From an optimization exercise on the open Yosys and OpenROAD flow, aimed at small area and a short achievable clock period; shortcuts taken in it are not production practice. Only simulation tests tie the RTL to the original design; equivalence was not proved. Power is estimated from default activity; no workload was simulated.

// top_2dsys
module top_2dsys(
  input          clock,
  input          reset,
  input  [127:0] io_in,
  input          io_rw_co,
  input          io_ping_pong_wr,
  input          io_ping_pong_rd,
  input          io_wr_input,
  output         io_wr_ready,
  input          io_start,
  input          io_iormac,
  output         io_sys_busy,
  input          io_rd_output,
  output         io_rd_ready,
  output [127:0] io_out
);
  reg rst_q;
  always @(posedge clock) rst_q <= reset;
  reg        wr_rdy, wr_idle;
  reg  [1:0] wsel;    
  reg  [4:0] waddr;
  wire       wr_fsm = ~wr_idle;
  always @(posedge clock) begin
    wr_rdy  <= ~reset & io_wr_input;
    wr_idle <= reset | ~io_wr_input;
    if (wr_idle & io_wr_input) wsel <= {~io_rw_co, ~io_ping_pong_wr};
    waddr   <= wr_fsm ? waddr + 5'd1 : 5'd0;
  end
  wire  [6:0]   widx = {wsel, waddr};
  wire [31:0]   din  = rst_q ? 32'd0 : io_in[31:0];
  wire [4095:0] mem;
  genvar g;
  generate
    for (g = 0; g < 128; g = g + 1) begin : word
      reg [31:0] d;
      always @(posedge clock)
        if (rst_q | (wr_fsm & (widx == g))) d <= din;
      assign mem[32*g +: 32] = d;
    end
  endgenerate
  reg  [1:0] fsm;     
  reg        busy;
  reg  [2:0] im;
  reg  [1:0] dc;
  reg [31:0] selp, selq;    
  reg  [1:0] fsm_n;
  always @* begin
    fsm_n = fsm;
    case (fsm)
      2'd0: if (io_start) fsm_n = 2'd1;
      2'd1: if (!io_start) fsm_n = 2'd2;
      2'd2: if (!im[2]) fsm_n = 2'd3;
      2'd3: if (dc == 2'd3) fsm_n = 2'd0;
    endcase
    if (reset) fsm_n = 2'd0;
  end
  wire comp = fsm == 2'd1;
  always @(posedge clock) begin
    fsm  <= fsm_n;
    busy <= fsm_n != 2'd0;
    im   <= {im[1:0], io_iormac} | {3{reset}};
    dc   <= (fsm == 2'd3) ? dc + 2'd1 : 2'd0;
    if (comp) begin
      selp <= {selp[30:0], selp[31]};
      selq <= {selq[30:0], selq[31]};
    end else begin
      selp <= {31'd0,  io_ping_pong_rd};
      selq <= {31'd0, ~io_ping_pong_rd};
    end
  end
  reg [31:0] xrd, wrd;
  integer i;
  always @* begin
    xrd = 32'd0;
    wrd = 32'd0;
    for (i = 0; i < 32; i = i + 1) begin
      xrd = xrd | ({32{selp[i]}} & mem[32*i +: 32])
                | ({32{selq[i]}} & mem[32*(32+i) +: 32]);
      wrd = wrd | ({32{selp[i]}} & mem[32*(64+i) +: 32])
  ...
Size in the first run: roughly 270 I/O pins, roughly 220000 um^2 of cells after synthesis.
==> flow/config.mk <==
export PLATFORM = sky130hd
export DESIGN_NAME = top_2dsys
export DESIGN_NICKNAME = top_2dsys
export VERILOG_FILES = /design/flow/design.v
export SDC_FILE = /design/flow/constraint.sdc
export NUM_CORES = 8
export LEC_CHECK = 0
export CAP_MARGIN = 20
export CORE_MARGIN = 2
export CORE_UTILIZATION = 45
export CTS_CLUSTER_DIAMETER = 100
export CTS_CLUSTER_SIZE = 20
export SLEW_MARGIN = 30
==> flow/constraint.sdc <==
create_clock -name core_clock -period 12.0 [get_ports {clock}]
set_input_delay 2.4000 -clock core_clock [delete_from_list [all_inputs] [get_ports {clock}]]
set_output_delay 2.4000 -clock core_clock [all_outputs]
set_load 0.01 [all_outputs]
standard.sh (not shown) runs the stock make flow with config.mk's settings and CLKGATE_MAP_FILE= SYNTH_SCRIPT=/design/flow/synth_recipe.tcl, a recipe that flattens the netlist after the stock synthesis.
==> flow/flow/run.sh <==
#!/bin/bash
# Layout: the standard flow (standard.sh) with two changes to how the
# layout is made: the port buffers are buf_4 cells instead of the flow's
# default choice (a delay buffer), and setup repair aims at a larger slack
# margin.  Synthesis, floorplan, power grid, CTS and routing are the
# standard steps.  make's full output goes to standard_flow.log here; the
# ORFS step logs stay under orfs/logs/.
set -euo pipefail
bash standard.sh finish \
  "BUFFER_PORTS_ARGS=-buffer_cell sky130_fd_sc_hd__buf_4" \
  SETUP_SLACK_MARGIN=8 > standard_flow.log 2>&1
==> next run, changes <==
==> flow/run.sh (new file) <==
#!/bin/bash
# synth_recipe.tcl (not shown) runs the flow's synth.tcl, then flattens the netlist and writes it again
# the make line also repeats each setting of config.mk as NAME=value (left out here)
make -C /OpenROAD-flow-scripts/flow DESIGN_CONFIG=/design/flow/config.mk WORK_HOME=/design/flow/orfs CLKGATE_MAP_FILE= SYNTH_SCRIPT=/design/flow/synth_recipe.tcl finish
removed: flow/flow/run.sh
removed: flow/standard.sh
Count of clock-buffer cells in the layout rises by 14.
Critical path depth rises by 6.
Power stays flat.
Via count stays flat.
==> next run, changes <==
CTS_CLUSTER_DIAMETER = not set   (was 100)
CTS_CLUSTER_SIZE = not set   (was 20)
=> Area after synthesis is unchanged. Count of clock-buffer cells in the layout goes up by 319. Critical path depth goes down by 12. Total power climbs by about a fifth. Worst setup slack barely changes. Routed wire length grows slightly. Design area goes up by a few percent. Via count rose slightly. Die area does not change. Sequential power stays flat. Sequential share of layout area goes down by 2.0 points.

sierra:
top_2dsys, a different RTL version from the one above (not shown whole).
Size: ~16000 cells after synthesis, roughly 5400 flip-flops, ~270 I/O pins.
Settings: LEC_CHECK=0, CAP_MARGIN=20, CORE_MARGIN=2, CORE_UTILIZATION=60, CTS_CLUSTER_DIAMETER=100, CTS_CLUSTER_SIZE=20, SLEW_MARGIN=30; clock period 12.0 ns.
==> flow/flow/run.sh <==
#!/bin/bash
# Layout: the standard flow (standard.sh) with two changes to how the
# layout is made: the port buffers are buf_4 cells instead of the flow's
# default choice (a delay buffer), and setup repair aims at a larger slack
# margin.  Synthesis, floorplan, power grid, CTS and routing are the
# standard steps.  make's full output goes to standard_flow.log here; the
# ORFS step logs stay under orfs/logs/.
set -euo pipefail
bash standard.sh finish \
  "BUFFER_PORTS_ARGS=-buffer_cell sky130_fd_sc_hd__buf_4" \
  SETUP_SLACK_MARGIN=8 > standard_flow.log 2>&1
Modified inputs, xenon compared to sierra
Settings: changing CORE_UTILIZATION from 60 to 45.
==> results.txt <==
- Compared with sierra, xenon improves clock period minus final worst setup slack.
- Re worst ir drop on vdd: sierra and xenon aren't equal, and the higher value belongs to sierra.
- Number of cells on the critical path in xenon is 3 below sierra.
- Compared to sierra, xenon leaves more free space in the core.
- Relative to sierra, wire length has increased by 1.0% in xenon.
- Diff sierra -> xenon: amount of wire on met2 after detailed routing higher, total number of vias moved down, number of filler cells placed in the layout picked up an extra 16200.
- The final reports for xenon and sierra show final net count higher in the former.

Setup of build 55:
Another version of the RTL of top_2dsys (not shown whole).
For scale: about 15000 cells after synthesis, ~5400 flip-flops, about 270 I/O pins, ~220000 um2 of cells after synthesis.
clock: 12.0 ns
lec_check: 0
cap_margin: 20
core_margin: 2
core_utilization: 45
cts_cluster_diameter: 100
cts_cluster_size: 20
slew_margin: 30
==> flow/flow/run.sh <==
#!/bin/bash
# Layout: the standard flow (standard.sh) with three changes to how the
# layout is made: the port buffers are buf_4 cells instead of the flow's
# default choice (a delay buffer); setup repair aims at a larger slack
# margin; and after placement each flip-flop that drives an output buffer is
# moved next to that buffer (flow/outflops.tcl) before CTS.  Synthesis,
# floorplan, power grid, CTS and routing are the standard steps.  Each
# tool's full output goes to a log file here (standard_place.log,
# outflops.log, standard_finish.log); the ORFS step logs stay in orfs/logs/.
set -euo pipefail
VARS=("BUFFER_PORTS_ARGS=-buffer_cell sky130_fd_sc_hd__buf_4" "SETUP_SLACK_MARGIN=8")
bash standard.sh place "${VARS[@]}" > standard_place.log 2>&1
PLACE_ODB="$PWD/orfs/results/$FLOW_PLATFORM/top_2dsys/base/3_place.odb" \
  openroad -no_init -exit flow/outflops.tcl > outflops.log 2>&1
bash standard.sh finish "${VARS[@]}" > standard_finish.log 2>&1
==> flow/flow/outflops.tcl <==
# Place each flip-flop that drives an output port's buffer right beside that
# buffer (the buffer sits at the port), then legalize.  Nothing else changes:
# the output buffers stay where the standard flow put them.
read_db $::env(PLACE_ODB)
set block [ord::get_db_block]
set moved 0
foreach bterm [$block getBTerms] {
  if {[$bterm getIoType] ne "OUTPUT"} { continue }
  set net [$bterm getNet]
  if {$net eq "NULL"} { continue }
  set buf ""
  foreach it [$net getITerms] {
    if {[$it isOutputSignal]} { set buf [$it getInst] }
  }
  if {$buf eq ""} { continue }
  set innet ""
  foreach it [$buf getITerms] {
    if {[$it isInputSignal] && [$it getNet] ne "NULL"} { set innet [$it getNet] }
  }
  if {$innet eq ""} { continue }
  set ff ""
  set loads 0
  foreach it [$innet getITerms] {
    if {[$it isOutputSignal]} { set ff [$it getInst] } else { incr loads }
  }
  if {$ff eq "" || $loads != 1} { continue }
  if {![[$ff getMaster] isSequential]} { continue }
  set loc [$buf getLocation]
  $ff setLocation [lindex $loc 0] [lindex $loc 1]
  incr moved
}
puts "outflops: moved $moved flip-flops next to their output buffers"
detailed_placement
check_placement
write_db $::env(PLACE_ODB)
> inputs changed (build 55 -> build 64)
Settings: PLACE_DENSITY newly set to 0.75.
--- a/flow/flow/run.sh
+++ b/flow/flow/run.sh
@@ -9,5 +9,5 @@
 # outflops.log, standard_finish.log); the ORFS step logs stay in orfs/logs/.
 set -euo pipefail
-VARS=("BUFFER_PORTS_ARGS=-buffer_cell sky130_fd_sc_hd__buf_4" "SETUP_SLACK_MARGIN=8")
+VARS=("BUFFER_PORTS_ARGS=-buffer_cell sky130_fd_sc_hd__buf_4" "SETUP_SLACK_MARGIN=8.2")
 bash standard.sh place "${VARS[@]}" > standard_place.log 2>&1
 PLACE_ODB="$PWD/orfs/results/$FLOW_PLATFORM/top_2dsys/base/3_place.odb" \
## What came out
Area growth from synthesis to layout (build 64 over build 55): increase, 0.47 points. Build 64 -> build 55: number of port buffers delta 0, exact match. The share of cells above drive strength 1 number comes out lower for build 55 vs build 64. Build 55 → build 64: register-to-register path setup slack increased 0.07 ns; first-pass GRT wire length decreased 60 mm; arrival time of the worst setup path increased 0.03 ns; worst setup slack decreased 0.023 ns. Detailed-route DRC error count came out exactly the same in build 64 and build 55. On build 64: met2 demand-to-capacity share in global routing is 5.2 points lower than what build 55 gave. Build 55 has lower final non-filler cell area than build 64.
Here is what was changed in the inputs of build 45 compared with build 64.
Settings: changing CAP_MARGIN from 20 to 10; changing SLEW_MARGIN from 30 to 10; removing PLACE_DENSITY (formerly 0.75).
Findings:
Having completed the whole flow, build 45 delivered a layout that passed the timing, design-rule and antenna checks.
Relative to build 64, post-layout minimum cycle time decreased by 0.026 ns in build 45.
On worst hold slack, build 45 and build 64 are basically level.
The number of non-clock buffers in build 45 is 1.12 times that in build 64.
Summary of build 45 over build 64: cell count of the worst reg-to-reg path went up by 12, power went up by 0.62%, setup slack went up by 0.026 ns, row count was more or less identical.
Setup changes, build 45 to build 52
Settings: CAP_MARGIN now 20, was 10; SLEW_MARGIN now 30, was 10.
Notes after the runs:
Build 45 → build 52: half-perimeter wire length of the detailed placement result now sits higher; worst setup slack barely changed; sequential share of layout area flat; total global-route track usage barely changed.
Compared build 52 against build 45; power within noise.
The fraction of the mapped netlist area in simple logic gates of build 45 and that of build 52 are within noise of each other.
Share of flip-flops with an asynchronous set or reset after synthesis: build 45 vs build 52 identical
Comparing build 45 against build 52, there is no change at all in hold path depth.
Diff build 45..build 52 | final area | negligible
Build 52 and build 45 ended up with nearly the same global-route wire length before repair.
| proportion of power drawn by the clock network | build 52 vs build 45 | ≈ equal |

S:
top_2dsys again, from the RTL that the note above started with.
Settings: LEC_CHECK=0, CAP_MARGIN=20, CORE_MARGIN=2, CORE_UTILIZATION=45, CTS_CLUSTER_DIAMETER=100, CTS_CLUSTER_SIZE=25, SLEW_MARGIN=30; clock period 12.0 ns.
==> flow/flow/run.sh <==
#!/bin/bash
# Layout: the standard flow (standard.sh) with three changes to how the
# layout is made: the port buffers are buf_4 cells instead of the flow's
# default choice (a delay buffer); setup repair aims at a larger slack
# margin; and after placement each flip-flop that drives an output buffer is
# moved next to that buffer (flow/outflops.tcl) before CTS.  Synthesis,
# floorplan, power grid, CTS and routing are the standard steps.  Each
# tool's full output goes to a log file here (standard_place.log,
# outflops.log, standard_finish.log); the ORFS step logs stay in orfs/logs/.
set -euo pipefail
VARS=("BUFFER_PORTS_ARGS=-buffer_cell sky130_fd_sc_hd__buf_4" "SETUP_SLACK_MARGIN=8.3")
bash standard.sh place "${VARS[@]}" > standard_place.log 2>&1
PLACE_ODB="$PWD/orfs/results/$FLOW_PLATFORM/top_2dsys/base/3_place.odb" \
  openroad -no_init -exit flow/outflops.tcl > outflops.log 2>&1
bash standard.sh finish "${VARS[@]}" > standard_finish.log 2>&1
Scripts as last shown in full above: flow/flow/outflops.tcl
Input-level comparison between R and S:
diff --git a/flow/flow/run.sh b/flow/flow/run.sh
--- a/flow/flow/run.sh
+++ b/flow/flow/run.sh
@@ -9,5 +9,5 @@
 # outflops.log, standard_finish.log); the ORFS step logs stay in orfs/logs/.
 set -euo pipefail
-VARS=("BUFFER_PORTS_ARGS=-buffer_cell sky130_fd_sc_hd__buf_4" "SETUP_SLACK_MARGIN=8.3")
+VARS=("BUFFER_PORTS_ARGS=-buffer_cell sky130_fd_sc_hd__buf_4" "SETUP_SLACK_MARGIN=8.2")
 bash standard.sh place "${VARS[@]}" > standard_place.log 2>&1
 PLACE_ODB="$PWD/orfs/results/$FLOW_PLATFORM/top_2dsys/base/3_place.odb" \
==> comparison <==
Comparing R with S, the sequential share of layout area came out essentially unchanged. As far as initial standard-cell utilization of the core goes, R and S are indistinguishable; the numbers are identical. H-tree level count: R vs S identical. | non-clock buffer count | R vs S | 29 lower |. Diff S -> R | non-filler instance count after layout | decrease of 68. R against S: initial antenna violation count went up, adder-cell area share of the yosys netlist did not really move. Delta (R minus S): wire length now smaller; final clock skew now larger; via count comparable.

afterwards: timing with drivers on the ports:
No port has a modelled driver above. Below, the same layouts with a new extraction and two added sets of constraints. Step 1 sets driving cells, clkbuf_16 on the clock port and buf_2 on the other inputs (assumed; they add their load-dependent delay and slew). Step 2 times the ports against the registers' clock, not the clock port: input delays grow and output delays shrink by t, the midpoint of the rising clock arrivals with the driver on. a / b / c = ideal ports / drivers / drivers and shift; a / b = the first two.
run	t (ns)	setup WS [ns]	hold slack, ns
the first run of note 1	1.119	7.720 / 7.720 / 7.123	0.410 / 0.410 / 0.410
the second run of note 1	1.135	7.525 / 7.459 / 6.748	0.413 / 0.413 / 0.413
the third run of note 1	1.223	7.523 / 7.405 / 6.719	0.407 / 0.407 / 0.407
sierra	1.081	8.029 / 7.972 / 7.357	0.402 / 0.402 / 0.402
xenon	1.120	8.062 / 7.933 / 7.546	0.400 / 0.400 / 0.400
build 55	1.118	8.115 / 7.997 / 7.491	0.375 / 0.375 / 0.375
build 64	1.126	8.092 / 7.976 / 7.341	0.401 / 0.401 / 0.401
build 45	1.118	8.118 / 7.997 / 7.214	0.400 / 0.400 / 0.400
build 52	1.119	8.117 / 7.997 / 7.506	0.399 / 0.399 / 0.399
S	1.117	8.090 / 7.988 / 7.552	0.405 / 0.405 / 0.405
R	1.104	8.135 / 8.015 / 7.510	0.399 / 0.399 / 0.399
After both steps every run listed still meets setup and hold. The setup slack of build 45, which loses most, moves by -0.121 ns with the drivers and by -0.904 ns with both steps.
